This design comes from an exercise in tuning for small area on the open sky130 flow, not from production work. The RTL was checked by simulation tests, not by an equivalence proof against the original design.

### flow/config.mk
export PLATFORM = sky130hd
export DESIGN_NAME = top
export DESIGN_NICKNAME = top
export VERILOG_FILES = /design/flow/design.v
export SDC_FILE = /design/flow/constraint.sdc
export NUM_CORES = 4
export LEC_CHECK = 0
export CAP_MARGIN = 20
export CORE_MARGIN = 2
export CORE_UTILIZATION = 40
export SLEW_MARGIN = 20
### flow/constraint.sdc
create_clock -name core_clock -period 10.0 [get_ports {clk}]
set_input_delay 2.0000 -clock core_clock [delete_from_list [all_inputs] [get_ports {clk}]]
set_output_delay 2.0000 -clock core_clock [all_outputs]
set_load 0.01 [all_outputs]
### flow/design.v
module controller (
    input logic clk,
    input logic reset,
    output logic load_sreg,
    output logic transmit_pixel,
    output logic [5:0] pixel,
    output logic [4:0] frame
);
    localparam TRANSMIT_FRAME       = 1'b0;
    localparam IDLE                 = 1'b1;
    localparam [2:0] READ_CH_VALS   = 3'b001;
    localparam [2:0] LOAD_SREG      = 3'b010;
    localparam [2:0] TRANSMIT_PIXEL = 3'b100;
    localparam [8:0] TRANSMIT_CYCLES    = 9'd360;        
    localparam [22:0] IDLE_CYCLES       = 23'd2400;
    logic state;
    logic next_state;
    logic [2:0] transmit_phase;
    logic [2:0] next_transmit_phase;
    logic [5:0] pixel_counter;
    logic [4:0] frame_counter;
    logic [8:0] transmit_counter;
    logic [22:0] idle_counter;
    logic transmit_pixel_done;
    logic idle_done;
    assign transmit_pixel_done = (transmit_counter == TRANSMIT_CYCLES - 1);
    assign idle_done = (idle_counter == IDLE_CYCLES - 1);
    always_ff @(posedge clk) begin
        if (reset) begin
            state <= TRANSMIT_FRAME;
            transmit_phase <= READ_CH_VALS;
        end
        else begin
            state <= next_state;
            transmit_phase <= next_transmit_phase;
        end
    end
    always_comb begin
        next_state = state;
        case (state)
            TRANSMIT_FRAME:
                if ((pixel_counter == 6'd63) && (transmit_pixel_done))
                    next_state = IDLE;
                else
                    next_state = TRANSMIT_FRAME;
            IDLE:
                if (idle_done)
                    next_state = TRANSMIT_FRAME;
                else
                    next_state = IDLE;
        endcase
    end
    always_comb begin
        next_transmit_phase = READ_CH_VALS;
        if (state == TRANSMIT_FRAME) begin
            case (transmit_phase)
                READ_CH_VALS:
                    next_transmit_phase = LOAD_SREG;
                LOAD_SREG:
                    next_transmit_phase = TRANSMIT_PIXEL;
                TRANSMIT_PIXEL:
                    next_transmit_phase = transmit_pixel_done ? READ_CH_VALS : TRANSMIT_PIXEL;
                default: ;
            endcase
        end
    end
    always_ff @(posedge clk) begin
        if (reset) begin
            pixel_counter <= 6'd0;
        end
        else if ((state == TRANSMIT_FRAME) && transmit_pixel_done) begin
            pixel_counter <= pixel_counter + 1;
        end
    end
    always_ff @(posedge clk) begin
        if (reset) begin
            frame_counter <= 5'd0;
        end
        else if (idle_done) begin
            frame_counter <= frame_counter + 1;
        end
    end
    always_ff @(posedge clk) begin
        if (reset) begin
            transmit_counter <= 9'd0;
        end
        else if (transmit_phase == TRANSMIT_PIXEL) begin
            transmit_counter <= transmit_counter + 1;
        end
        else begin
            transmit_counter <= 9'd0;
        end
    end
    always_ff @(posedge clk) begin
        if (reset) begin
            idle_counter <= 23'd0;
        end
        else if (state == IDLE) begin
            idle_counter <= idle_counter + 1;
        end
        else begin
            idle_counter <= 23'd0;
        end
    end
    assign pixel = pixel_counter;
    assign frame = frame_counter;
    assign load_sreg = (transmit_phase == LOAD_SREG);
    assign transmit_pixel = (transmit_phase == TRANSMIT_PIXEL);
endmodule
module ws2812b(
    input logic clk,
    input logic reset,
    input logic serial_in,
    input logic transmit,
    output logic ws2812b_out,
    output logic shift
);
    localparam IDLE = 1'b0;
    localparam TRANSMITTING = 1'b1;
    localparam T0_CYCLE_COUNT = 4'd5;
    localparam T1_CYCLE_COUNT = 4'd10;
    localparam MAX_CYCLE_COUNT = 4'd15;
    logic state;
    logic [3:0] cycle_count;
    logic bit_being_sent;
    always_ff @(posedge clk) begin
        if (reset) begin
            state <= IDLE;
            cycle_count <= 4'd0;
            bit_being_sent <= 1'b0;
        end
        else begin
            case (state)
                IDLE:
                    if (transmit == 1'b1) begin
                        state <= TRANSMITTING;
                        cycle_count <= 4'd0;
                        bit_being_sent <= serial_in;
                    end
                TRANSMITTING:
                    if (transmit == 1'b0) begin
                        state <= IDLE;
                    end
                    else if (cycle_count == MAX_CYCLE_COUNT - 1) begin
                        cycle_count <= 4'd0;
                        bit_being_sent <= serial_in;
                    end
                    else begin
                        cycle_count <= cycle_count + 1;
                    end
                default:
                    state <= IDLE;
            endcase
        end
    end
    always_comb begin
        if (state == TRANSMITTING)
            if (bit_being_sent == 1'b0)
                ws2812b_out = (cycle_count < T0_CYCLE_COUNT);
            else
                ws2812b_out = (cycle_count < T1_CYCLE_COUNT);
        else
            ws2812b_out = 1'b0;
    end
    assign shift = (state == TRANSMITTING) && (cycle_count == 4'd0);
endmodule
module rules (
    input logic clk,
    input logic reset,
    input logic step,            
    input logic [127:0] initial_pattern,
    output logic [127:0] grid    
);
    logic [127:0] next_grid;
    always_ff @(posedge clk) begin
        if (reset) begin
            grid <= initial_pattern;
        end
        else if (step) begin
            grid <= next_grid;
        end
    end
    function automatic int neighbors(input int row, input int col, input logic [127:0] g);
        int living;
        int r, c, nr, nc, idx;
        living = 0;
            for (nr = -1; nr <= 1; nr++) begin  
                for (nc = -1; nc <= 1; nc++) begin  
                    if (!(nr == 0 && nc == 0)) begin  
                        r = (row + nr + 8) % 8;  
                        c = (col + nc + 8) % 8;  
                        idx = r * 8 + c;  
                        if (g[2*idx +: 2] == 2'b11) living++;  
                    end
                end
            end
        neighbors =  living;  
    endfunction
generate;
    genvar ir, ic;
    for (ir=0; ir<8; ir++) begin  
        for (ic=0; ic<8; ic++) begin  
            localparam int index = ir * 8 + ic;  
            int living_neighbors;
            always_comb begin
                living_neighbors = neighbors(ir, ic, grid); 
                if (grid[2*index +: 2] == 2'b11) begin  
                    if (living_neighbors == 2 || living_neighbors==3) begin
                        next_grid[2*index +: 2] = 2'b11;
                    end
                    else begin
                        next_grid[2*index +: 2] = 2'b01;
                    end
                end
                else if (grid[2*index +: 2] == 2'b01) begin  
                    if (living_neighbors == 3) begin
                        next_grid[2*index +: 2] = 2'b11;
                    end
                    else begin
                        next_grid[2*index +: 2] = 2'b10;
                    end
                end
                else if (grid[2*index +: 2] == 2'b10) begin  
                    if (living_neighbors == 3) begin
                        next_grid[2*index +: 2] = 2'b11;
                    end
                    else begin
                        next_grid[2*index +: 2] = 2'b00;
                    end
                end
                else  begin  
                    if (living_neighbors == 3) begin
                        next_grid[2*index +: 2] = 2'b11;
                    end
                    else begin
                        next_grid[2*index +: 2] = 2'b00;
                    end
                end
            end
        end
    end
endgenerate
endmodule
module top(
    input logic         clk,
    input logic         SW,          
    input logic [63:0]  pattern,     
    output logic        _48b         
);
    logic [127:0] grid;
    logic [127:0] initial_pattern;
    logic step_game;
    logic reset;
    logic [23:0] shift_reg;
    logic shift;
    logic ws2812b_out;
    logic [5:0] pixel;
    logic load_sreg;
    logic transmit_pixel;
    logic [4:0] frame;
    logic [4:0] last_frame;
    localparam [23:0] OFF     = 24'h000000;
    localparam [23:0] RED     = 24'h00FF00;
    localparam [23:0] GREEN   = 24'hFF0000;
    localparam [23:0] BLUE    = 24'h0000FF;
    genvar gi;
    generate
        for (gi = 0; gi < 64; gi++) begin : g_init
            assign initial_pattern[2*gi +: 2] = pattern[gi] ? 2'b11 : 2'b00;
        end
    endgenerate
    assign reset = ~SW;
    rules u3 (
        .clk(clk),
        .reset(reset),
        .step(step_game),
        .initial_pattern(initial_pattern),
        .grid(grid)  
    );
    ws2812b u4 (
        .clk            (clk),
        .reset          (reset),
        .serial_in      (shift_reg[23]),
        .transmit       (transmit_pixel),
        .ws2812b_out    (ws2812b_out),
        .shift          (shift)
    );
    controller u5 (
        .clk            (clk),
        .reset          (reset),
        .load_sreg      (load_sreg),
        .transmit_pixel (transmit_pixel),
        .pixel          (pixel),
        .frame          (frame)
    );
    always_ff @(posedge clk) begin
        if (reset)
            last_frame <= 5'd0;
        else
            last_frame <= frame;
    end
    assign step_game = (frame != last_frame);  
    always_ff @(posedge clk) begin
        if (reset) begin
            shift_reg <= OFF;
        end
        else if (load_sreg) begin
            if (grid[2*pixel +: 2] == 2'b11) begin  
                shift_reg <= GREEN;
            end
            else if (grid[2*pixel +: 2] == 2'b01) begin  
                shift_reg <= BLUE;
            end
            else if (grid[2*pixel +: 2] == 2'b10) begin  
                shift_reg <= RED;
            end
            else begin  
                shift_reg <= OFF;
            end
        end
        else if (shift) begin
            shift_reg <= { shift_reg[22:0], 1'b0 };
        end
    end
    assign _48b = ws2812b_out;
endmodule
### flow/run.sh
#!/bin/bash
# synth_recipe.tcl (not shown) runs the flow's synth.tcl, then flattens the netlist and writes it again
# the make line also repeats each setting of config.mk as NAME=value (left out here)
make -C /OpenROAD-flow-scripts/flow DESIGN_CONFIG=/design/flow/config.mk WORK_HOME=/design/flow/orfs CLKGATE_MAP_FILE= SYNTH_SCRIPT=/design/flow/synth_recipe.tcl finish
==> impl_metrics.ini <==
[run_status]
status = no timing/DRC/antenna violations

[sta]
tns_ps = 0
finalSetupViolations = 0
clock.fmax_mhz = 156.1
hold_violations = 0
slew_violations = 0
rsz0062_at_grt = no
period_share = 0.6407
finClkSkew_ps = 26.41
fin_crit_ps = 6407
slew_headroom = 0.3122
worst_pin_slew_ps = 1031
fin_ws_ps = 3593

[synthesis]
synth-edff-count = 128
ys_ff_latch = 210
synth_top_area_share = 0.1149
syn_inst = 5348
synth_common_cells = 543 x nand2_1, 490 x xnor2_1, 398 x nor2_1
syn_area_um2 = 42260
synth_top_flop_cell = edfxtp_1
synthArstFlopShare = 0
netlist_top_cells_area = ha_1 11%, xnor2_1 10%, edfxtp_1 9.1%, xnor3_1 5.6%, nand2_1 4.8%
yosysSeqAreaShare = 0.1298
yosysTopAreaCell = ha_1
synthesis.nets = 5802
syn_avg_cell_area_um2 = 7.902
synth_cell_types = 116
yosysWarnings = 4
yosys.cell_count.top_type = nand2_1

[cells_and_area]
design_area_um2 = 44960
instances_no_fill = 6608
areaGrowthSynthToFinish_pct = 6.398
multi_input_area_um2 = 33980
seq_area_um2 = 5490
diodes = 0
nNetsFinal = 5647
drive_gt1_frac = 0.07246
nFillCells = 10578
utilization = 0.4283
largest_register_ffs = 128

[setup_path]
required_ps = 10300
crit_path_end_kind = flip-flop
crit_fanout = 20
crit_top_cell = ha_1
cpMaxStageDelayCell = ha_1
cp.arrival_ps = 6710
startpoint_type = flip-flop
cp_slowest_stage_delay_ps = 600
critPathKind = flip-flop to flip-flop

[die]
ios = 67
die_width_um = 329.0
dieArea_um2 = 108300
rows = 119
dieHeight_um = 329.0
start_util = 0.4026
fp.coreArea_um2 = 105000

[placement]
gp_congestion = 0.9096
portBuffers = 66
dp_hpwl_mm = 104.2
dp_slack_ps = 3693
placed_area_um2 = 43850
place_inst = 6547

[clock_tree]
cts_sinks = 210
cts_tree = done
postCtsSetupRepairBufs = 0
post_cts_resized = 0
cts_root_buf = clkbuf_16
numCtsBuffers = 35
htreeDepth = 2
cts_buffer_depth = 3
clk_latency_ps = 600
clkTransAtPathRegs_ps = 60
hold_buffers = 0

[global_route]
grt_pass1_vias = 37839
antenna_found_initial = 1
grt_use_total = 0.2604
grt-ovfl-total = 0
grt_pass1_wl_mm = 221.9
grt_start_max_net_pins = 79

[worst_hold_path]
hold_class = flip-flop to flip-flop

[drt]
wl_mm = 145.3
wl_per_cell_um = 21.99
final_antenna_net_count = 0
drt_iter0_markers = 3835
drc = 0
dr.pass1.iters = 8
viasPerCell = 6.152
vias = 40653

[job]
max_cap_violations = 0
## worst paths after layout
path	start	end	slack (ps)	depth (start not counted)
max	u3.grid[84]$_DFFE_PP_	u3.grid[102]$_DFFE_PP_	3590	29
min	u5.idle_counter[0]$_SDFF_PN0_	u5.idle_counter[0]$_SDFF_PN0_	450	1
max reg2reg	u3.grid[84]$_DFFE_PP_	u3.grid[102]$_DFFE_PP_	3590	29
min reg2reg	u5.idle_counter[0]$_SDFF_PN0_	u5.idle_counter[0]$_SDFF_PN0_	450	1
## per-layer routing
metal | track usage | up-vias | part of all wire
li1 | - | 19318 | -
met3 | 0.02806 | 322 | 0.073
met5 | 0 | - | 0
met2 | 0.4297 | 1551 | 0.45
met1 | 0.3491 | 19462 | 0.44
met4 | 0.09897 | 0 | 0.041
## metrics by stage
step | hold WS, ps
floorplan | 417.5
detailed placement | 441.3
finish | 450.8
global route | 465.9
global placement | 433.5
CTS | 450.3
## placed cells by master (no fill, tap or decap), drive strengths merged, types with 53 or more instances in the layout
cell type      synthesis  final
xor2                 167    167
nor2                 399    399
dfxtp                 82     82
mux2i                 64     64
ha                   388    388
edfxtp               128    128
nand4                117    117
o22ai                 53     53
xnor3                109    109
clkdlybuf4s50          0     65
o31ai                 61     61
buf                  211    108
and3                 115    115
o21ai                190    190
o211ai                53     53
xnor2                507    507
nand3                310    310
and2                  94     94
a21oi                184    184
nand3b                63     63
nand2                544    544
nor3                  93     93
a31oi                133    133
inv                  294    301
## cell families after synthesis
| logic type | count (synthesis) | share of synthesized area |
|---|---|---|
| AO/OA/AOI/OAI | 1123 | 0.1854 |
| XOR/XNOR | 806 | 0.2143 |
| adder cells (fa/ha/maj) | 391 | 0.1156 |
| buffers and inverters | 674 | 0.06653 |
| flip-flops | 210 | 0.1298 |
| multiplexers | 148 | 0.04856 |
| AND/OR/NAND/NOR | 1996 | 0.2398 |
## cell type report
type / count / area share
clock buffer: 44 / 0.02162
timing repair buffer: 173 / 0.03267
tap: 1391 / 0.03871
inverter: 309 / 0.02616
sequential: 210 / 0.1221
multi-input combinational: 4464 / 0.7558
clock inverter: 17 / 0.002978
## critical path, delay by kind of cell (launching register included)
kind	cells	cell delay, ps
adders and majority gates	6	1970
AOI/OAI and AO/OA	8	1450
buffers and inverters	4	980
and+or+nand+nor	10	980
DFF	1	520
xor gates and xnor gates	1	220

==> static timing again, ports no longer ideal <==
The flow's constraints put no driver on any port. The routed layout listed below was extracted and timed again, unchanged, in two steps. Step 1 sets driving cells, clkbuf_16 on the clock port and buf_2 on the other inputs (assumed; they add their load-dependent delay and slew). Step 2, shift: input delay + t, output delay - t, t = (earliest + latest rising clock arrival at the registers) / 2. This alone moves slack from input paths to output paths. Slacks: ideal / step 1 / step 2; pairs: ideal / step 1.
shift t [ns]: 0.656
slack for setup (ns): 3.593 / 3.593 / 3.593
worst setup path at the end: register to register
worst register clock-pin slew, ns: 0.06 / 0.06
After both steps this run still meets setup and hold. For this run, drivers alone change the setup slack by 0.000 ns; drivers and shift together by 0.000 ns.
